What follows belongs to an exercise in optimizing a design on an open flow for a short achievable clock period and few clock cycles; a production flow would make more cautious choices.
Where RTL was checked, it was by simulation tests only, not by an equivalence proof against the original.
For runs 1 to 3, only the layout was checked, not whether the RTL still works.
Power figures rest on the tool's default switching activity, not on a simulated workload.

$ cat flow/flow/run.sh
#!/bin/bash
set -euo pipefail
bash standard.sh SETUP_SLACK_MARGIN=13 finish > flow_standard.log 2>&1
$ cat flow/standard.sh
#!/bin/bash
# synth_recipe.tcl (not shown) runs the flow's synth.tcl, then flattens the netlist and writes it again
# the make line also repeats each setting of config.mk as NAME=value (left out here)
make -C /OpenROAD-flow-scripts/flow DESIGN_CONFIG=/design/flow/config.mk WORK_HOME=/design/flow/orfs CLKGATE_MAP_FILE= SYNTH_SCRIPT=/design/flow/synth_recipe.tcl "${@:-finish}"
$ cat flow/config.mk
export PLATFORM = sky130hd
export DESIGN_NAME = mips
export DESIGN_NICKNAME = mips
export VERILOG_FILES = /design/flow/design.v
export SDC_FILE = /design/flow/constraint.sdc
export NUM_CORES = 4
export LEC_CHECK = 0
export ABC_CLOCK_PERIOD_IN_PS = 3000
export CAP_MARGIN = 20
export CORE_MARGIN = 2
export CORE_UTILIZATION = 50
export SLEW_MARGIN = 20
export TNS_END_PERCENT = 5
$ cat flow/constraint.sdc
create_clock -name core_clock -period 18.0 [get_ports {clk}]
set_input_delay 3.6000 -clock core_clock [delete_from_list [all_inputs] [get_ports {clk}]]
set_output_delay 3.6000 -clock core_clock [all_outputs]
set_load 0.01 [all_outputs]
$ cat flow/design.v
module mips(input logic clk, reset, input logic [31:0] rd,
            output logic [31:0] wd, adr, output logic MemWrite);
  localparam int NL = 64;            
  localparam int IB = $clog2(NL);    
  localparam int TB = 10 - IB;
  localparam int W = 32;             
  function automatic logic [31:0] add32(input logic [31:0] a, b, input logic ci);
    logic [31:0] p, g, p0, g0;
    p0 = a ^ b;
    g0 = a & b;
    g0[0] = g0[0] | (p0[0] & ci);
    p = p0;
    g = g0;
    for (int d = 1; d < 32; d = d * 2) begin
      for (int i = 31; i >= d; i--) begin
        g[i] = g[i] | (p[i] & g[i - d]);
        p[i] = p[i] & p[i - d];
      end
    end
    add32 = p0 ^ {g[30:0], ci};
  endfunction
  function automatic logic [4:0] f_dst(input logic [31:0] x);
    case (x[31:26])
      6'd0: f_dst = x[15:11];
      6'd8, 6'd35: f_dst = x[20:16];
      default: f_dst = 5'd0;
    endcase
  endfunction
  function automatic logic f_usrs(input logic [31:0] x);
    f_usrs = x[31:26] == 6'd0 || x[31:26] == 6'd8 || x[31:26] == 6'd35 ||
             x[31:26] == 6'd43 || x[31:26] == 6'd4;
  endfunction
  function automatic logic f_usrt(input logic [31:0] x);
    f_usrt = x[31:26] == 6'd0 || x[31:26] == 6'd43 || x[31:26] == 6'd4;
  endfunction
  function automatic logic f_mem(input logic [31:0] x);
    f_mem = x[31:26] == 6'd35 || x[31:26] == 6'd43;
  endfunction
  logic [31:0] adr_q, wd_q;
  logic        mw_q;                 
  logic        pf_q;                 
  logic        ld_q;                 
  logic [4:0]  ldrt_q;
  logic [13:2] pp;                   
  logic [13:2] fpc;                  
  logic [31:0] ir0, ir1;             
  logic        ir0_v, ir1_v;
  logic [13:2] ir_pc;                
  logic        ir_pt;                
  logic        fb_v;                 
  logic [31:0] fb_d;
  logic [13:2] fb_a;
  logic [31:0] rf [1:31];
  logic [31:1] rf_v;                 
  logic [31:0] c_d   [0:NL-1];
  logic [TB-1:0] c_tag [0:NL-1];
  logic [NL-1:0] c_v;
  logic [NL-1:0] c_bp;               
  logic [13:2] c_tgt [0:NL-1];       
  logic [4:0]  c_dst [0:NL-1];
  logic [NL-1:0] c_usrs, c_usrt, c_mem, c_j, c_b;
  assign adr = adr_q;
  assign wd = wd_q;
  assign MemWrite = mw_q;
  logic [5:0]  op0, op1, fn0, fn1;
  logic [4:0]  rs0, rt0, rd0, rs1, rt1, rd1;
  logic [31:0] a0, b0, a1, b1, se0, se1;
  assign op0 = ir0[31:26]; assign rs0 = ir0[25:21]; assign rt0 = ir0[20:16];
  assign rd0 = ir0[15:11]; assign fn0 = ir0[5:0];
  assign op1 = ir1[31:26]; assign rs1 = ir1[25:21]; assign rt1 = ir1[20:16];
  assign rd1 = ir1[15:11]; assign fn1 = ir1[5:0];
  assign se0 = {{16{ir0[15]}}, ir0[15:0]};
  assign se1 = {{16{ir1[15]}}, ir1[15:0]};
  function automatic logic [31:0] rread(input logic [4:0] r);
    rread = (r != 5'd0 && rf_v[r]) ? rf[r] : 32'd0;
  endfunction
  assign a0 = rread(rs0);
  assign b0 = rread(rt0);
  assign a1 = rread(rs1);
  assign b1 = rread(rt1);
  function automatic logic [31:0] alu(input logic [5:0] fn, input logic [31:0] a, b);
    logic sub;
    logic [31:0] sum;
    sub = (fn == 6'h22) || (fn == 6'h2a);
    sum = add32(a, b ^ {32{sub}}, sub);
    case (fn)
      6'h24: alu = a & b;
      6'h25: alu = a | b;
      6'h26: alu = a ^ b;
      6'h27: alu = ~(a | b);
      6'h2a: alu = {31'd0, sum[31]};
      default: alu = sum;
    endcase
  endfunction
  logic stall, ex, ex1;
  assign stall = ld_q && (ldrt_q != 5'd0) &&
                 ((f_usrs(ir0) && rs0 == ldrt_q) || (f_usrt(ir0) && rt0 == ldrt_q) ||
                  (ir1_v && ((f_usrs(ir1) && rs1 == ldrt_q) || (f_usrt(ir1) && rt1 == ldrt_q))));
  assign ex = ir0_v && !stall;
  assign ex1 = ex && ir1_v;
  logic [31:0] ag0, ag1, res0, res1;
  assign ag0 = add32(a0, se0, 1'b0);
  assign ag1 = add32(a1, se1, 1'b0);
  assign res0 = (op0 == 6'd0) ? alu(fn0, a0, b0) : ag0;
  assign res1 = (op1 == 6'd0) ? alu(fn1, a1, b1) : ag1;
  logic [4:0] wa0, wa1;
  logic we0, we1;
  assign wa0 = (op0 == 6'd0) ? rd0 : rt0;
  assign wa1 = (op1 == 6'd0) ? rd1 : rt1;
  assign we0 = ex && (op0 == 6'd0 || op0 == 6'd8) && wa0 != 5'd0;
  assign we1 = ex1 && (op1 == 6'd0 || op1 == 6'd8) && wa1 != 5'd0;
  logic        bsl, isb, tk, e_redir;
  logic [31:0] ba, bb;
  logic [15:0] bimm;
  logic [13:2] bpc, e_tgt;
  assign bsl = ir1_v && op1 == 6'd4;
  assign isb = bsl || op0 == 6'd4;
  assign ba = bsl ? a1 : a0;
  assign bb = bsl ? b1 : b0;
  assign bimm = bsl ? ir1[15:0] : ir0[15:0];
  assign bpc = bsl ? ir_pc + 12'd1 : ir_pc;
  assign tk = ba == bb;
  always_comb begin
    e_redir = 1'b0;
    e_tgt = bpc + 12'd1 + bimm[11:0];
    if (ex && isb && tk != ir_pt) begin
      e_redir = 1'b1;
      if (!tk) e_tgt = bpc + 12'd1;
    end else if (ex && op0 == 6'd2 && !ir_pt) begin
      e_redir = 1'b1;
      e_tgt = ir0[11:0];
    end
  end
  logic msl, e_mem;
  assign msl = ir1_v && f_mem(ir1);
  assign e_mem = ex && (f_mem(ir0) || msl);
  logic [IB-1:0] i0;
  logic [TB-1:0] ft, ft1;
  logic        wrap, hit0, hit1, fbh0, rdh0, f_avail, slot_free, f_take;
  logic [31:0] c_d1 [0:NL-1];
  logic [TB-1:0] c_tag1 [0:NL-1];
  logic [NL-1:0] c_v1, c_bp1, c_usrs1, c_usrt1, c_mem1, c_j1, c_b1;
  logic [13:2] c_tgt1 [0:NL-1];
  logic [4:0]  c_dst1 [0:NL-1];
  always_comb
    for (int k = 0; k < NL; k++) begin
      c_d1[k] = c_d[(k + 1) % NL];
      c_tag1[k] = c_tag[(k + 1) % NL];
      c_tgt1[k] = c_tgt[(k + 1) % NL];
      c_dst1[k] = c_dst[(k + 1) % NL];
      c_v1[k] = c_v[(k + 1) % NL];
      c_bp1[k] = c_bp[(k + 1) % NL];
      c_usrs1[k] = c_usrs[(k + 1) % NL];
      c_usrt1[k] = c_usrt[(k + 1) % NL];
      c_mem1[k] = c_mem[(k + 1) % NL];
      c_j1[k] = c_j[(k + 1) % NL];
      c_b1[k] = c_b[(k + 1) % NL];
    end
  assign i0 = fpc[IB+1:2];
  assign ft = fpc[11:IB+2];
  assign ft1 = ft + 1'b1;
  assign wrap = &i0;
  assign hit0 = fpc[13:12] == 2'b00 && c_v[i0] && c_tag[i0] == ft;
  assign hit1 = fpc[13:12] == 2'b00 && c_v1[i0] &&
                (wrap ? (ft != '1 && c_tag1[i0] == ft1) : c_tag1[i0] == ft);
  assign fbh0 = fb_v && fb_a == fpc;
  assign rdh0 = pf_q && pp == fpc;
  assign f_avail = hit0 | fbh0 | rdh0;
  assign slot_free = !ir0_v || ex;
  assign f_take = f_avail && slot_free && !e_redir;
  logic [31:0] x0, x1;
  assign x0 = hit0 ? c_d[i0] : fbh0 ? fb_d : rd;
  assign x1 = c_d1[i0];
  logic pt0, pt1, raw, pair;
  assign pt0 = c_j[i0] | (c_b[i0] & c_bp[i0]);
  assign pt1 = c_j1[i0] | (c_b1[i0] & c_bp1[i0]);
  assign raw = c_dst[i0] != 5'd0 &&
               ((c_usrs1[i0] && x1[25:21] == c_dst[i0]) || (c_usrt1[i0] && x1[20:16] == c_dst[i0]) ||
                (c_mem[i0] && c_dst1[i0] == c_dst[i0]));    
  assign pair = hit0 && hit1 && !pt0 &&
                (c_b[i0] ? c_j1[i0] : (!(c_mem[i0] && c_mem1[i0]) && !raw));
  logic        f_pt;
  logic [13:2] fpc_n;
  always_comb begin
    f_pt = 1'b0;
    if (e_redir) fpc_n = e_tgt;
    else if (!f_take) fpc_n = fpc;
    else if (pair) begin
      f_pt = c_b1[i0] & c_bp1[i0];
      fpc_n = pt1 ? c_tgt1[i0] : fpc + 12'd2;
    end else if (hit0) begin
      f_pt = pt0;
      fpc_n = pt0 ? c_tgt[i0] : fpc + 12'd1;
    end else fpc_n = fpc + 12'd1;
  end
  logic [11:0] dpp;
  logic behind, far;
  logic [13:2] pp_n;
  assign dpp = pp - fpc;
  assign behind = dpp[11];
  assign far = !behind && dpp >= 12'(W - 1);
  always_comb begin
    if (e_redir) pp_n = e_tgt;
    else if (!f_avail || behind) pp_n = fpc;
    else if (pf_q && !far) pp_n = pp + 12'd1;
    else pp_n = pp;
  end
  always_ff @(posedge clk, posedge reset) begin
    if (reset) begin
      adr_q <= 32'd0;
      mw_q <= 1'b0;
      pf_q <= 1'b1;
      ld_q <= 1'b0;
      pp <= 12'd0;
      fpc <= 12'd0;
      ir0_v <= 1'b0;
      ir1_v <= 1'b0;
      ir_pt <= 1'b0;
      fb_v <= 1'b0;
    end else begin
      fpc <= fpc_n;
      pp <= pp_n;
      if (e_mem) begin
        adr_q <= msl ? ag1 : ag0;
        mw_q <= msl ? op1 == 6'd43 : op0 == 6'd43;
        ld_q <= msl ? op1 == 6'd35 : op0 == 6'd35;
        pf_q <= 1'b0;
      end else begin
        adr_q <= {18'd0, pp_n, 2'b00};
        mw_q <= 1'b0;
        ld_q <= 1'b0;
        pf_q <= 1'b1;
      end
      if (f_take) begin
        ir0_v <= 1'b1;
        ir1_v <= pair;
        ir_pt <= f_pt;
      end else if (ex || e_redir) begin
        ir0_v <= 1'b0;
        ir1_v <= 1'b0;
      end
      fb_v <= pf_q && pp[13:12] == 2'b00;
    end
  end
  always_ff @(posedge clk) begin
    if (e_mem) begin
      ldrt_q <= msl ? rt1 : rt0;
      wd_q <= msl ? b1 : b0;
    end
    if (f_take) begin
      ir0 <= x0;
      ir1 <= x1;
      ir_pc <= fpc;
    end
    fb_d <= rd;
    fb_a <= pp;
  end
  always_ff @(posedge clk, posedge reset) begin
    if (reset) rf_v <= '0;
    else begin
      for (int i = 1; i < 32; i++)
        if ((we1 && wa1 == 5'(i)) || (we0 && wa0 == 5'(i)) || (ld_q && ldrt_q == 5'(i)))
          rf_v[i] <= 1'b1;
    end
  end
  always_ff @(posedge clk) begin
    for (int i = 1; i < 32; i++) begin
      if (we1 && wa1 == 5'(i)) rf[i] <= res1;
      else if (we0 && wa0 == 5'(i)) rf[i] <= res0;
      else if (ld_q && ldrt_q == 5'(i)) rf[i] <= rd;
    end
  end
  logic inval, fill;
  logic [IB-1:0] fi;
  assign fi = fb_a[IB+1:2];
  assign inval = mw_q && adr_q[13:12] == 2'b00;
  assign fill = fb_v && !(c_v[fi] && c_tag[fi] == fb_a[11:IB+2]);
  always_ff @(posedge clk, posedge reset) begin
    if (reset) c_v <= '0;
    else if (inval) c_v <= '0;
    else if (fill) c_v[fi] <= 1'b1;
  end
  always_ff @(posedge clk) begin
    if (fill) begin
      c_d[fi] <= fb_d;
      c_tag[fi] <= fb_a[11:IB+2];
      c_tgt[fi] <= (fb_d[31:26] == 6'd2) ? fb_d[11:0] : fb_a + 12'd1 + fb_d[11:0];
      c_dst[fi] <= f_dst(fb_d);
      c_usrs[fi] <= f_usrs(fb_d);
      c_usrt[fi] <= f_usrt(fb_d);
      c_mem[fi] <= f_mem(fb_d);
      c_j[fi] <= fb_d[31:26] == 6'd2;
      c_b[fi] <= fb_d[31:26] == 6'd4;
    end
    for (int i = 0; i < NL; i++) begin
      if (ex && isb && bpc[IB+1:2] == IB'(i)) c_bp[i] <= tk;
      else if (fill && fi == IB'(i)) c_bp[i] <= fb_d[25:21] == fb_d[20:16];
    end
  end
endmodule
==> summary.txt, run 1 <==
* Top cells by count, synth: edfxtp_1, a22oi_1, nand2_1
* # rows at 278
* Dominant cell type by area after synthesis: edfxtp_1
* Syn Inst Count at 23500
* Global-route wire length before repair at 3500 mm
* Synth Net Count at 23900
* Stopped at: global routing (5_1_grt)
* CTS max path bufs at 4
* DP HPWL at 1520 mm
* Clock sink count at 5083
* Largest net degree at the start of global routing at 191
* Die width at 763 um
* EDFF count, synth at 4881
* Top_reg_cell synth: edfxtp_1
* Synthesized area at 288000 um^2
* Ys async rst share at 0.0311
* Mean Syn Cell Area at 12.2 um^2
* Top cell type's share of synthesized area at 0.509
* Status: stopped before the end
* GP Congestion at 1.38
* I/O pins at 99
* Initial core utilization at 0.502
* First Err: [ERROR GRT-0116] Global routing finished with congestion. Check the congestion regions in the DRC Viewer.
* Gr usage total at 0.885
* Post-synth cell types at 126
* Compound-Gate Fraction of Synth Area at 0.172
* Adder-Cell Fraction of Synth Area at 0.0144
* Largest family of logic cells by synthesized area: compound AO/OA/AOI/OAI gates
* Register area share after synthesis at 0.526
* Vias in the first global route at 322000
* TritonCTS buffer count at 552
* Port buffer count at 98
* #FFs+latches synth at 5083
* Yosys Warn Count at 38
* Placed Area at 305000 um^2
* Count leader, synth: edfxtp_1
* H-Tree Depth at 6
* Grt ovf at 3113
* Xor and xnor area share after synthesis at 0.0111
* Root buf cell: clkbuf_16
* Die Span Y at 763 um
* Post-synthesis simple-gate area fraction at 0.0989
* Top cells by area, synth: edfxtp_1, mux4_2, a22oi_1
* Post-synthesis mux area share at 0.141
[logic make-up after synthesis]
family / Yosys count
fa+ha+maj: 327
xor+xnor: 358
simple gates: 5806
buf+inv: 2575
flops: 5083
mux: 2313
compound gates: 7062
[timing repair]
| item | CTS |
|---|---|
| buffers inserted | 419 |
| hold buffers | 0 |
| cloned | 80 |
| endpoints found under the setup margin | 6075 |
| pin swaps | 283 |
| hold endpoints to repair | 0 |
| gates resized for setup | 1334 |
[metal layers]
layer,overflow,track usage
met2,1191,0.952
met3,395,0.835
met1,333,0.900
met5,72,0.655
met4,1122,0.838
[worst max path at each step]
stage / from / endpoint / slack [ns]
floorplan: ir1[16] / rf[5][28] / 12.27
global placement: ir1[24] / rf[22][31] / 7.47
detailed placement: ir0[21] / rf[3][30] / 7.85
CTS: fpc[3] / fpc[5] / 10.87
[through the flow]
stage / power (mW) / setup slack, ns / util / instances
after detailed placement: 41.9 / 7.85 / 0.532 / 30400
after CTS: 56.6 / 10.87 / 0.586 / 31900
after global placement: 41.6 / 7.47 / 0.532 / 30400
after floorplan: 28.7 / 12.27 / - / 23500
[power by group through the flow]
stage / clock (mW) / sequential, mW / combinational (mW)
global placement: 0 / 15.7 / 25.9
detailed placement: 0 / 15.8 / 26.1
floorplan: 0 / 15.4 / 13.3
CTS: 11.9 / 15.6 / 29.1
==> run 2: changes to the inputs <==
--- a/flow/design.v
+++ b/flow/design.v
@@ -2,6 +2,6 @@
             output logic [31:0] wd, adr, output logic MemWrite);
-  localparam int NL = 64;            
+  localparam int NL = 32;            
   localparam int IB = $clog2(NL);    
   localparam int TB = 10 - IB;
-  localparam int W = 32;             
+  localparam int W = 20;             
   function automatic logic [31:0] add32(input logic [31:0] a, b, input logic ci);
@@ -38,2 +38,11 @@
   endfunction
+  function automatic logic f_pairable(input logic [31:0] p, q);
+    logic [4:0] d;
+    d = f_dst(p);
+    f_pairable = p[31:26] != 6'd2 &&
+                 !(p[31:26] == 6'd4 && q[31:26] == 6'd4) &&
+                 !(f_mem(p) && f_mem(q)) &&
+                 !(d != 5'd0 && ((f_usrs(q) && q[25:21] == d) || (f_usrt(q) && q[20:16] == d))) &&
+                 !(p[31:26] == 6'd35 && d != 5'd0 && f_dst(q) == d);
+  endfunction
   logic [31:0] adr_q, wd_q;
@@ -50,4 +59,8 @@
   logic        fb_v;                 
+  logic        fb_in;                
   logic [31:0] fb_d;
   logic [13:2] fb_a;
+  logic        pv_v;                 
+  logic [31:0] pv_d;
+  logic [13:2] pv_a;
   logic [31:0] rf [1:31];
@@ -59,4 +72,3 @@
   logic [13:2] c_tgt [0:NL-1];       
-  logic [4:0]  c_dst [0:NL-1];
-  logic [NL-1:0] c_usrs, c_usrt, c_mem, c_j, c_b;
+  logic [NL-1:0] c_j, c_b, c_pb;     
   assign adr = adr_q;
@@ -94,3 +106,3 @@
   endfunction
-  logic stall, ex, ex1;
+  logic stall, ex, ex1, kill1;
   assign stall = ld_q && (ldrt_q != 5'd0) &&
@@ -99,3 +111,4 @@
   assign ex = ir0_v && !stall;
-  assign ex1 = ex && ir1_v;
+  assign kill1 = op0 == 6'd4 && a0 == b0;    
+  assign ex1 = ex && ir1_v && !kill1;
   logic [31:0] ag0, ag1, res0, res1;
@@ -135,25 +148,6 @@
   assign msl = ir1_v && f_mem(ir1);
-  assign e_mem = ex && (f_mem(ir0) || msl);
+  assign e_mem = ex && (f_mem(ir0) || (msl && !kill1));
   logic [IB-1:0] i0;
   logic [TB-1:0] ft, ft1;
-  logic        wrap, hit0, hit1, fbh0, rdh0, f_avail, slot_free, f_take;
-  logic [31:0] c_d1 [0:NL-1];
-  logic [TB-1:0] c_tag1 [0:NL-1];
-  logic [NL-1:0] c_v1, c_bp1, c_usrs1, c_usrt1, c_mem1, c_j1, c_b1;
-  logic [13:2] c_tgt1 [0:NL-1];
-  logic [4:0]  c_dst1 [0:NL-1];
-  always_comb
-    for (int k = 0; k < NL; k++) begin
-      c_d1[k] = c_d[(k + 1) % NL];
-      c_tag1[k] = c_tag[(k + 1) % NL];
-      c_tgt1[k] = c_tgt[(k + 1) % NL];
-      c_dst1[k] = c_dst[(k + 1) % NL];
-      c_v1[k] = c_v[(k + 1) % NL];
-      c_bp1[k] = c_bp[(k + 1) % NL];
-      c_usrs1[k] = c_usrs[(k + 1) % NL];
-      c_usrt1[k] = c_usrt[(k + 1) % NL];
-      c_mem1[k] = c_mem[(k + 1) % NL];
-      c_j1[k] = c_j[(k + 1) % NL];
-      c_b1[k] = c_b[(k + 1) % NL];
-    end
+  logic          fca, fca1;
   assign i0 = fpc[IB+1:2];
@@ -161,6 +155,28 @@
   assign ft1 = ft + 1'b1;
-  assign wrap = &i0;
-  assign hit0 = fpc[13:12] == 2'b00 && c_v[i0] && c_tag[i0] == ft;
-  assign hit1 = fpc[13:12] == 2'b00 && c_v1[i0] &&
-                (wrap ? (ft != '1 && c_tag1[i0] == ft1) : c_tag1[i0] == ft);
+  assign fca = fpc[13:12] == 2'b00;
+  assign fca1 = fca && ft != '1;       
+  logic [NL-1:0] h0, h1, h2, j1r, j2r, b1r, bp1r, pb1r;
+  logic [31:0]   d1r  [0:NL-1];
+  logic [13:2]   t1r  [0:NL-1];
+  logic [13:2]   t2r  [0:NL-1];
+  always_comb
+    for (int k = 0; k < NL; k++) begin
+      h0[k] = c_v[k] && c_tag[k] == ft;
+      h1[k] = c_v[(k + 1) % NL] &&
+              ((k + 1 >= NL) ? (fca1 && c_tag[(k + 1) % NL] == ft1) : c_tag[(k + 1) % NL] == ft);
+      h2[k] = c_v[(k + 2) % NL] &&
+              ((k + 2 >= NL) ? (fca1 && c_tag[(k + 2) % NL] == ft1) : c_tag[(k + 2) % NL] == ft);
+      j1r[k] = c_j[(k + 1) % NL];
+      j2r[k] = c_j[(k + 2) % NL];
+      b1r[k] = c_b[(k + 1) % NL];
+      bp1r[k] = c_bp[(k + 1) % NL];
+      pb1r[k] = c_pb[(k + 1) % NL];
+      d1r[k] = c_d[(k + 1) % NL];
+      t1r[k] = c_tgt[(k + 1) % NL];
+      t2r[k] = c_tgt[(k + 2) % NL];
+    end
+  logic hit0, hit1, hit2, fbh0, rdh0, f_avail, slot_free;
+  assign hit0 = fca && h0[i0];
+  assign hit1 = fca && h1[i0];
+  assign hit2 = fca && h2[i0];
   assign fbh0 = fb_v && fb_a == fpc;
@@ -169,14 +185,8 @@
   assign slot_free = !ir0_v || ex;
-  assign f_take = f_avail && slot_free && !e_redir;
-  logic [31:0] x0, x1;
-  assign x0 = hit0 ? c_d[i0] : fbh0 ? fb_d : rd;
-  assign x1 = c_d1[i0];
-  logic pt0, pt1, raw, pair;
+  logic pt0, pt1, pair, fold1, fold2;
   assign pt0 = c_j[i0] | (c_b[i0] & c_bp[i0]);
-  assign pt1 = c_j1[i0] | (c_b1[i0] & c_bp1[i0]);
-  assign raw = c_dst[i0] != 5'd0 &&
-               ((c_usrs1[i0] && x1[25:21] == c_dst[i0]) || (c_usrt1[i0] && x1[20:16] == c_dst[i0]) ||
-                (c_mem[i0] && c_dst1[i0] == c_dst[i0]));    
-  assign pair = hit0 && hit1 && !pt0 &&
-                (c_b[i0] ? c_j1[i0] : (!(c_mem[i0] && c_mem1[i0]) && !raw));
+  assign pt1 = j1r[i0] | (b1r[i0] & bp1r[i0]);
+  assign pair = hit0 && hit1 && pb1r[i0] && !pt0;
+  assign fold1 = hit1 && j1r[i0];      
+  assign fold2 = hit2 && j2r[i0];      
   logic        f_pt;
@@ -186,10 +196,10 @@
     if (e_redir) fpc_n = e_tgt;
-    else if (!f_take) fpc_n = fpc;
+    else if (!(f_avail && slot_free)) fpc_n = fpc;
     else if (pair) begin
-      f_pt = c_b1[i0] & c_bp1[i0];
-      fpc_n = pt1 ? c_tgt1[i0] : fpc + 12'd2;
+      f_pt = b1r[i0] & bp1r[i0];
+      fpc_n = pt1 ? t1r[i0] : fold2 ? t2r[i0] : fpc + 12'd2;
     end else if (hit0) begin
       f_pt = pt0;
-      fpc_n = pt0 ? c_tgt[i0] : fpc + 12'd1;
-    end else fpc_n = fpc + 12'd1;
+      fpc_n = pt0 ? c_tgt[i0] : fold1 ? t1r[i0] : fpc + 12'd1;
+    end else fpc_n = fold1 ? t1r[i0] : fpc + 12'd1;
   end
@@ -219,2 +229,3 @@
       fb_v <= 1'b0;
+      pv_v <= 1'b0;
     end else begin
@@ -233,7 +244,7 @@
       end
-      if (f_take) begin
-        ir0_v <= 1'b1;
-        ir1_v <= pair;
+      if (slot_free) begin
+        ir0_v <= f_avail && !e_redir;
+        ir1_v <= pair && !e_redir;
         ir_pt <= f_pt;
-      end else if (ex || e_redir) begin
+      end else if (e_redir) begin
         ir0_v <= 1'b0;
@@ -242,2 +253,3 @@
       fb_v <= pf_q && pp[13:12] == 2'b00;
+      if (fb_v) pv_v <= 1'b1;
     end
@@ -249,5 +261,5 @@
     end
-    if (f_take) begin
-      ir0 <= x0;
-      ir1 <= x1;
+    if (slot_free) begin
+      ir0 <= hit0 ? c_d[i0] : fbh0 ? fb_d : rd;
+      ir1 <= d1r[i0];
       ir_pc <= fpc;
@@ -256,2 +268,7 @@
     fb_a <= pp;
+    fb_in <= (c_v[pp[IB+1:2]] && c_tag[pp[IB+1:2]] == pp[11:IB+2]) || (fb_v && fb_a == pp);
+    if (fb_v) begin
+      pv_d <= fb_d;
+      pv_a <= fb_a;
+    end
   end
@@ -276,3 +293,3 @@
   assign inval = mw_q && adr_q[13:12] == 2'b00;
-  assign fill = fb_v && !(c_v[fi] && c_tag[fi] == fb_a[11:IB+2]);
+  assign fill = fb_v && !fb_in;
   always_ff @(posedge clk, posedge reset) begin
@@ -287,8 +304,5 @@
       c_tgt[fi] <= (fb_d[31:26] == 6'd2) ? fb_d[11:0] : fb_a + 12'd1 + fb_d[11:0];
-      c_dst[fi] <= f_dst(fb_d);
-      c_usrs[fi] <= f_usrs(fb_d);
-      c_usrt[fi] <= f_usrt(fb_d);
-      c_mem[fi] <= f_mem(fb_d);
       c_j[fi] <= fb_d[31:26] == 6'd2;
       c_b[fi] <= fb_d[31:26] == 6'd4;
+      c_pb[fi] <= pv_v && pv_a + 12'd1 == fb_a && f_pairable(pv_d, fb_d);
     end
--- a/flow/config.mk
+++ b/flow/config.mk
@@ -10,3 +10,4 @@
 export CORE_MARGIN = 2
-export CORE_UTILIZATION = 50
+export CORE_UTILIZATION = 40
+export PLACE_DENSITY = 0.7
 export SLEW_MARGIN = 20
==> summary.txt, run 2 <==
* Gr usage total at 0.807
* CTS max path bufs at 4 (unchanged)
* Syn Inst Count at 17700 (was 23500)
* Grt ovf at 3518
* Die width at 695 um (was 763 um)
* Placed cells at 23600 (was 30400)
* Status: stopped before the end (unchanged)
* Synthesized area at 191000 um^2 (was 288000 um^2)
* I/O pins at 99 (unchanged)
* Clock sink count at 3001 (was 5083)
* #FFs+latches synth at 3001 (was 5083)
* DP HPWL at 1120 mm (was 1520 mm)
* First Err: [ERROR GRT-0116] Global routing finished with congestion. Check the congestion regions in the DRC Viewer. (unchanged)
* Top_reg_cell synth: edfxtp_1 (unchanged)
* Ys async rst share at 0.0423 (was 0.0311)
* GP Congestion at 1.36 (was 1.38)
* Synth Net Count at 18100 (was 23900)
* Largest net degree at the start of global routing at 121
* Yosys Warn Count at 37 (was 38)
* Port buffer count at 98 (unchanged)
* Top cells by count, synth: edfxtp_1, nand2_1, a22oi_1 (was edfxtp_1, a22oi_1, nand2_1)
* TritonCTS buffer count at 347 (was 552)
* Global-route wire length before repair at 2590 mm
* Die Span Y at 695 um (was 763 um)
* Register area share after synthesis at 0.466 (was 0.526)
* EDFF count, synth at 2829 (was 4881)
* Dominant cell type by area after synthesis: edfxtp_1 (unchanged)
* # rows at 253 (was 278)
* Count leader, synth: edfxtp_1 (unchanged)
* Top cells by area, synth: edfxtp_1, mux4_2, a22oi_1 (unchanged)
* Initial core utilization at 0.402 (was 0.502)
* Top cell type's share of synthesized area at 0.444 (was 0.509)
* Vias in the first global route at 223000
* Mean Syn Cell Area at 10.8 um^2 (was 12.2 um^2)
* Post-synth cell types at 115 (was 126)
* H-Tree Depth at 5 (was 6)
* Stopped at: global routing (5_1_grt) (unchanged)
* Root buf cell: clkbuf_16 (unchanged)
==> run 2: cell count changes after synthesis, moves of 155 or more <==
cell	change
mux4_2	-794
a221oi_1	+211
edfxtp_1	-2052
a211oi_1	-262
and3_1	-367
nand3_1	-155
a22oi_1	-984
clkbuf_1	-373
o21ai_0	-206
nand2_1	-228
==> run 2: what timing repair did <==
action	CTS
pin swaps	221
cloned	76
setup endpoints to repair	2445
setup buffers	535
endpoints found under the hold margin	0
resized for setup	1584
hold buffers	0
==> run 2: cells by family after synthesis <==
| family | count (synthesis) | share of synthesized area |
|---|---|---|
| XOR/XNOR | 553 | 0.0255 |
| AND/OR/NAND/NOR | 4661 | 0.114 |
| buffers and inverters | 2013 | 0.0424 |
| flip-flops | 3001 | 0.466 |
| adder cells (fa/ha/maj) | 334 | 0.0221 |
| multiplexers | 1458 | 0.116 |
| AO/OA/AOI/OAI | 5714 | 0.214 |
==> run 2: how the worst max path moves through the flow <==
stage                  to  slack [ns]  cells after the start
2_1_floorplan  c_d[16][0]       11.48                      2
3_3_place_gp    rf[11][5]        7.58                     24
3_5_place_dp    rf[11][5]        7.67                     24
4_1_cts        rf[16][26]       11.20                     31
==> run 2: metal layers <==
metal,overflow,global-route usage
met2,1471,0.888
met3,625,0.749
met1,510,0.821
met5,77,0.613
met4,835,0.733
==> run 2: metrics by stage <==
stage	utilization	setup slack [ns]	area, um^2	total power [mW]
after global placement	0.432	7.58	205000	30.6
after CTS	0.486	11.20	231000	40.9
after floorplan	-	11.48	191000	19.4
after detailed placement	0.432	7.67	205000	30.6
==> run 2: power by group through the flow <==
stage | logic [mW] | clock network [mW] | registers (mW)
CTS | 24.6 | 7.32 | 8.98
detailed placement | 21.5 | 0 | 9.14
global placement | 21.5 | 0 | 9.13
floorplan | 10.4 | 0 | 8.92
==> run 3: changes to the inputs <==
--- a/flow/design.v
+++ b/flow/design.v
@@ -54,2 +54,3 @@
   logic [13:2] fpc;                  
+  logic [NL-1:0] fs;                 
   logic [31:0] ir0, ir1;             
@@ -58,2 +59,3 @@
   logic        ir_pt;                
+  logic [31:0] rs0o, rt0o, rs1o, rt1o;   
   logic        fb_v;                 
@@ -85,9 +87,10 @@
   assign se1 = {{16{ir1[15]}}, ir1[15:0]};
-  function automatic logic [31:0] rread(input logic [4:0] r);
-    rread = (r != 5'd0 && rf_v[r]) ? rf[r] : 32'd0;
+  function automatic logic [31:0] rread(input logic [31:0] ro);
+    rread = '0;
+    for (int k = 1; k < 32; k++) rread = rread | ({32{ro[k] & rf_v[k]}} & rf[k]);
   endfunction
-  assign a0 = rread(rs0);
-  assign b0 = rread(rt0);
-  assign a1 = rread(rs1);
-  assign b1 = rread(rt1);
+  assign a0 = rread(rs0o);
+  assign b0 = rread(rt0o);
+  assign a1 = rread(rs1o);
+  assign b1 = rread(rt1o);
   function automatic logic [31:0] alu(input logic [5:0] fn, input logic [31:0] a, b);
@@ -177,6 +180,31 @@
     end
+  logic [31:0] cd0, cd1;
+  logic [13:2] t0s, t1s, t2s;
+  logic        h0s, h1s, h2s, j0s, b0s, bp0s, j1s, b1s, bp1s, pb1s, j2s;
+  always_comb begin
+    cd0 = '0; cd1 = '0; t0s = '0; t1s = '0; t2s = '0;
+    {h0s, h1s, h2s, j0s, b0s, bp0s, j1s, b1s, bp1s, pb1s, j2s} = '0;
+    for (int k = 0; k < NL; k++) begin
+      cd0 = cd0 | ({32{fs[k]}} & c_d[k]);
+      cd1 = cd1 | ({32{fs[k]}} & d1r[k]);
+      t0s = t0s | ({12{fs[k]}} & c_tgt[k]);
+      t1s = t1s | ({12{fs[k]}} & t1r[k]);
+      t2s = t2s | ({12{fs[k]}} & t2r[k]);
+      h0s = h0s | (fs[k] & h0[k]);
+      h1s = h1s | (fs[k] & h1[k]);
+      h2s = h2s | (fs[k] & h2[k]);
+      j0s = j0s | (fs[k] & c_j[k]);
+      b0s = b0s | (fs[k] & c_b[k]);
+      bp0s = bp0s | (fs[k] & c_bp[k]);
+      j1s = j1s | (fs[k] & j1r[k]);
+      b1s = b1s | (fs[k] & b1r[k]);
+      bp1s = bp1s | (fs[k] & bp1r[k]);
+      pb1s = pb1s | (fs[k] & pb1r[k]);
+      j2s = j2s | (fs[k] & j2r[k]);
+    end
+  end
   logic hit0, hit1, hit2, fbh0, rdh0, f_avail, slot_free;
-  assign hit0 = fca && h0[i0];
-  assign hit1 = fca && h1[i0];
-  assign hit2 = fca && h2[i0];
+  assign hit0 = fca && h0s;
+  assign hit1 = fca && h1s;
+  assign hit2 = fca && h2s;
   assign fbh0 = fb_v && fb_a == fpc;
@@ -186,20 +214,40 @@
   logic pt0, pt1, pair, fold1, fold2;
-  assign pt0 = c_j[i0] | (c_b[i0] & c_bp[i0]);
-  assign pt1 = j1r[i0] | (b1r[i0] & bp1r[i0]);
-  assign pair = hit0 && hit1 && pb1r[i0] && !pt0;
-  assign fold1 = hit1 && j1r[i0];      
-  assign fold2 = hit2 && j2r[i0];      
+  assign pt0 = j0s | (b0s & bp0s);
+  assign pt1 = j1s | (b1s & bp1s);
+  assign pair = hit0 && hit1 && pb1s && !pt0;
+  assign fold1 = hit1 && j1s;          
+  assign fold2 = hit2 && j2s;          
+  function automatic logic [NL-1:0] dec(input logic [13:2] a);
+    dec = '0;
+    dec[a[IB+1:2]] = 1'b1;
+  endfunction
+  function automatic logic [NL-1:0] rot(input logic [NL-1:0] x, input int n);
+    rot = (x << n) | (x >> (NL - n));
+  endfunction
   logic        f_pt;
   logic [13:2] fpc_n;
+  logic [NL-1:0] fs_n;
   always_comb begin
     f_pt = 1'b0;
-    if (e_redir) fpc_n = e_tgt;
-    else if (!(f_avail && slot_free)) fpc_n = fpc;
-    else if (pair) begin
-      f_pt = b1r[i0] & bp1r[i0];
-      fpc_n = pt1 ? t1r[i0] : fold2 ? t2r[i0] : fpc + 12'd2;
-    end else if (hit0) begin
+    if (e_redir) begin
+      fpc_n = e_tgt; fs_n = dec(e_tgt);
+    end else if (!(f_avail && slot_free)) begin
+      fpc_n = fpc; fs_n = fs;
+    end else if (pair) begin
+      f_pt = b1s & bp1s;
+      if (pt1) begin
+        fpc_n = t1s; fs_n = dec(t1s);
+      end else if (fold2) begin
+        fpc_n = t2s; fs_n = dec(t2s);
+      end else begin
+        fpc_n = fpc + 12'd2; fs_n = rot(fs, 2);
+      end
+    end else if (hit0 && pt0) begin
       f_pt = pt0;
-      fpc_n = pt0 ? c_tgt[i0] : fold1 ? t1r[i0] : fpc + 12'd1;
-    end else fpc_n = fold1 ? t1r[i0] : fpc + 12'd1;
+      fpc_n = t0s; fs_n = dec(t0s);
+    end else if (fold1) begin
+      fpc_n = t1s; fs_n = dec(t1s);
+    end else begin
+      fpc_n = fpc + 12'd1; fs_n = rot(fs, 1);
+    end
   end
@@ -217,2 +265,4 @@
   end
+  logic [31:0] x0;
+  assign x0 = hit0 ? cd0 : fbh0 ? fb_d : rd;
   always_ff @(posedge clk, posedge reset) begin
@@ -225,2 +275,3 @@
       fpc <= 12'd0;
+      fs <= NL'(1);
       ir0_v <= 1'b0;
@@ -232,2 +283,3 @@
       fpc <= fpc_n;
+      fs <= fs_n;
       pp <= pp_n;
@@ -262,4 +314,8 @@
     if (slot_free) begin
-      ir0 <= hit0 ? c_d[i0] : fbh0 ? fb_d : rd;
-      ir1 <= d1r[i0];
+      ir0 <= x0;
+      ir1 <= cd1;
+      rs0o <= 32'(1) << x0[25:21];
+      rt0o <= 32'(1) << x0[20:16];
+      rs1o <= 32'(1) << cd1[25:21];
+      rt1o <= 32'(1) << cd1[20:16];
       ir_pc <= fpc;
==> summary.txt, run 3 <==
* Top cells by count, synth: edfxtp_1, a22oi_1, clkbuf_1 (was edfxtp_1, nand2_1, a22oi_1)
* Top cell type's share of synthesized area at 0.469 (was 0.444)
* Register area share after synthesis at 0.495 (was 0.466)
* DP HPWL at 1100 mm (was 1120 mm)
* Die width at 691 um (was 695 um)
* Top_reg_cell synth: edfxtp_1 (unchanged)
* H-Tree Depth at 5 (unchanged)
* Placed cells at 24200 (was 23600)
* Mean Syn Cell Area at 10.1 um^2 (was 10.8 um^2)
* Largest family of logic cells by synthesized area: compound AO/OA/AOI/OAI gates (unchanged)
* Root buf cell: clkbuf_16 (unchanged)
* Xor and xnor area share after synthesis at 0.0255 (about the same)
* CTS max path bufs at 4 (unchanged)
* Synth Net Count at 19100 (was 18100)
* Die Span Y at 691 um (was 695 um)
* Ys async rst share at 0.0504 (was 0.0423)
* Grt ovf at 2
* Yosys Warn Count at 5 (was 37)
* Synthesized area at 189000 um^2 (was 191000 um^2)
* Largest net degree at the start of global routing at 118
* Placed Area at 201000 um^2 (was 205000 um^2)
* Stopped at: global routing (5_1_grt) (unchanged)
* GP Congestion at 1.25 (was 1.36)
* Port buffer count at 98 (unchanged)
* Top cells by area, synth: edfxtp_1, a22oi_1, clkbuf_1 (was edfxtp_1, mux4_2, a22oi_1)
* # hold bufs at CTS at 0 (unchanged)
* First Err: [ERROR GRT-0232] Routing congestion too high. Check the congestion heatmap in the GUI. (was [ERROR GRT-0116] Global routing finished with congestion. Check the congestion regions in the DRC Viewer.)
* Post-synthesis simple-gate area fraction at 0.155 (was 0.114)
* # rows at 252 (was 253)
* TritonCTS buffer count at 354 (was 347)
* #FFs+latches synth at 3157 (was 3001)
* I/O pins at 99 (unchanged)
* Dominant cell type by area after synthesis: edfxtp_1 (unchanged)
* Adder-Cell Fraction of Synth Area at 0.0207 (was 0.0221)
* EDFF count, synth at 2953 (was 2829)
* Gr usage total at 0.741
* Post-synthesis mux area share at 0.0186 (was 0.116)
* Post-synth cell types at 93 (was 115)
* Count leader, synth: edfxtp_1 (unchanged)
* Status: stopped before the end (unchanged)
* Syn Inst Count at 18800 (was 17700)
* Clock sink count at 3157 (was 3001)
* Compound-Gate Fraction of Synth Area at 0.239 (was 0.214)
* Initial core utilization at 0.401 (was 0.402)
[run 3: power by group through the flow]
stage	registers [mW]	logic, mW	clock network [mW]
3_3_place_gp	9.77	8.67	0
3_5_place_dp	9.77	8.72	0
2_1_floorplan	9.34	5.00	0
4_1_cts	9.60	9.15	7.78
[run 3: cells by family after synthesis]
family          after synthesis
compound gates             6413
simple gates               5841
mux                         273
fa+ha+maj                   309
xor+xnor                    550
buf+inv                    2223
flops                      3157
[run 3: how the worst min path moves through the flow]
stage | depth (start not counted) | end | slack, ns | start
after CTS | 0 | ir_pc[7] | 0.45 | fpc[7]
after detailed placement | 0 | ir_pc[7] | 0.45 | fpc[7]
after global placement | 0 | ir_pc[7] | 0.44 | fpc[7]
after floorplan | 0 | fb_a[2] | 0.37 | pp[2]
[run 3: per-layer routing]
metal,overflow,GRT usage
met1,0,0.768
met2,0,0.869
met3,0,0.601
met4,0,0.702
met5,2,0.391
[run 3: per-stage QoR]
| step | setup slack [ns] | power, mW |
|---|---|---|
| 4_1_cts | 11.83 | 26.5 |
| 2_1_floorplan | 12.39 | 14.3 |
| 3_3_place_gp | 8.78 | 18.4 |
| 3_5_place_dp | 8.67 | 18.5 |
[run 3: repair_timing]
item | CTS
cloned | 77
endpoints found under the setup margin | 2497
pin swaps | 240
resized for setup | 1262
buffers inserted | 519
==> run 4: changes to the inputs <==
--- a/flow/design.v
+++ b/flow/design.v
@@ -3,3 +3,3 @@
   localparam int NL = 32;            
-  localparam int IB = $clog2(NL);    
+  localparam int IB = 5;            
   localparam int TB = 10 - IB;
--- a/flow/config.mk
+++ b/flow/config.mk
@@ -7,7 +7,6 @@
 export LEC_CHECK = 0
-export ABC_CLOCK_PERIOD_IN_PS = 3000
 export CAP_MARGIN = 20
 export CORE_MARGIN = 2
-export CORE_UTILIZATION = 40
-export PLACE_DENSITY = 0.7
+export CORE_UTILIZATION = 33
+export PLACE_DENSITY = 0.62
 export SLEW_MARGIN = 20
==> summary.txt, run 4 <==
* Top cells by area, synth: edfxtp_1, a22oi_1, clkbuf_1 (unchanged)
* Status: stopped before the end (unchanged)
* GP Congestion at 1.23 (was 1.25)
* TritonCTS buffer count at 370 (was 354)
* Dominant cell type by area after synthesis: edfxtp_1 (unchanged)
* First Err: [ERROR GRT-0232] Routing congestion too high. Check the congestion heatmap in the GUI. (unchanged)
* DP HPWL at 1070 mm (was 1100 mm)
* Syn Inst Count at 18800 (unchanged)
* Yosys Warn Count at 5 (unchanged)
* Initial core utilization at 0.332 (was 0.401)
* Port buffer count at 98 (unchanged)
* Synth Net Count at 19100 (unchanged)
* Gr usage total at 0.591
* Grt ovf at 1
* Synthesized area at 189000 um^2 (unchanged)
* Die Span Y at 761 um (was 691 um)
* Clock sink count at 3157 (unchanged)
* I/O pins at 99 (unchanged)
* #FFs+latches synth at 3157 (unchanged)
* H-Tree Depth at 5 (unchanged)
* Adder-Cell Fraction of Synth Area at 0.0207 (unchanged)
* Post-synth cell types at 93 (unchanged)
* Top_reg_cell synth: edfxtp_1 (unchanged)
* # rows at 277 (was 252)
* Xor and xnor area share after synthesis at 0.0255 (unchanged)
* CTS max path bufs at 4 (unchanged)
* Stopped at: global routing (5_1_grt) (unchanged)
* Largest net degree at the start of global routing at 159
* Top cell type's share of synthesized area at 0.469 (unchanged)
* Die width at 761 um (was 691 um)
* Ys async rst share at 0.0504 (unchanged)
* Top cells by count, synth: edfxtp_1, a22oi_1, clkbuf_1 (unchanged)
* Compound-Gate Fraction of Synth Area at 0.239 (unchanged)
* Count leader, synth: edfxtp_1 (unchanged)
* EDFF count, synth at 2953 (unchanged)
* Mean Syn Cell Area at 10.1 um^2 (unchanged)
* Root buf cell: clkbuf_16 (unchanged)
* Dpl ws at 8.93 ns (was 8.67 ns)
* Post-synthesis mux area share at 0.0186 (unchanged)
* Post-synthesis simple-gate area fraction at 0.155 (unchanged)
* Register area share after synthesis at 0.495 (unchanged)
* Largest family of logic cells by synthesized area: compound AO/OA/AOI/OAI gates (unchanged)
run 4: timing repair:
item | CTS
setup buffers | 495
pin swaps | 256
hold buffers | 0
cloned | 59
endpoints found under the setup margin | 2375
gates resized for setup | 1398
run 4: stage by stage:
stage | area (um^2) | instances
after CTS | 227000 | 26800
after detailed placement | 202000 | 25500
after global placement | 202000 | 25500
after floorplan | 189000 | 18800
run 4: worst min path at each step:
stage / startpoint / to / slack [ns] / depth (start not counted)
CTS: fb_d[19] / pv_d[19] / 0.45 / 0
detailed placement: fb_d[19] / pv_d[19] / 0.45 / 0
global placement: fb_d[19] / pv_d[19] / 0.45 / 0
floorplan: pp[2] / fb_a[2] / 0.37 / 0
run 4: cells by family after synthesis:
logic type | count (synthesis)
AND/OR/NAND/NOR | 5841
AO/OA/AOI/OAI | 6413
flip-flops | 3157
XOR/XNOR | 550
multiplexers | 273
buffers and inverters | 2223
adder cells (fa/ha/maj) | 309
run 4: per-layer routing:
layer  overflow  GRT usage
met5          0      0.255
met4          0      0.549
met3          0      0.463
met2          1      0.711
met1          0      0.618
run 4: power groups by stage:
stage          Sequential, mW  Combinational [mW]  Clock [mW]
2_1_floorplan            9.34                5.00           0
3_3_place_gp             9.90                8.51           0
3_5_place_dp             9.89                8.54           0
4_1_cts                  9.72                8.96        8.08
Testbench counts of run 4, summed over its fixed seeds: cycles 55,320.
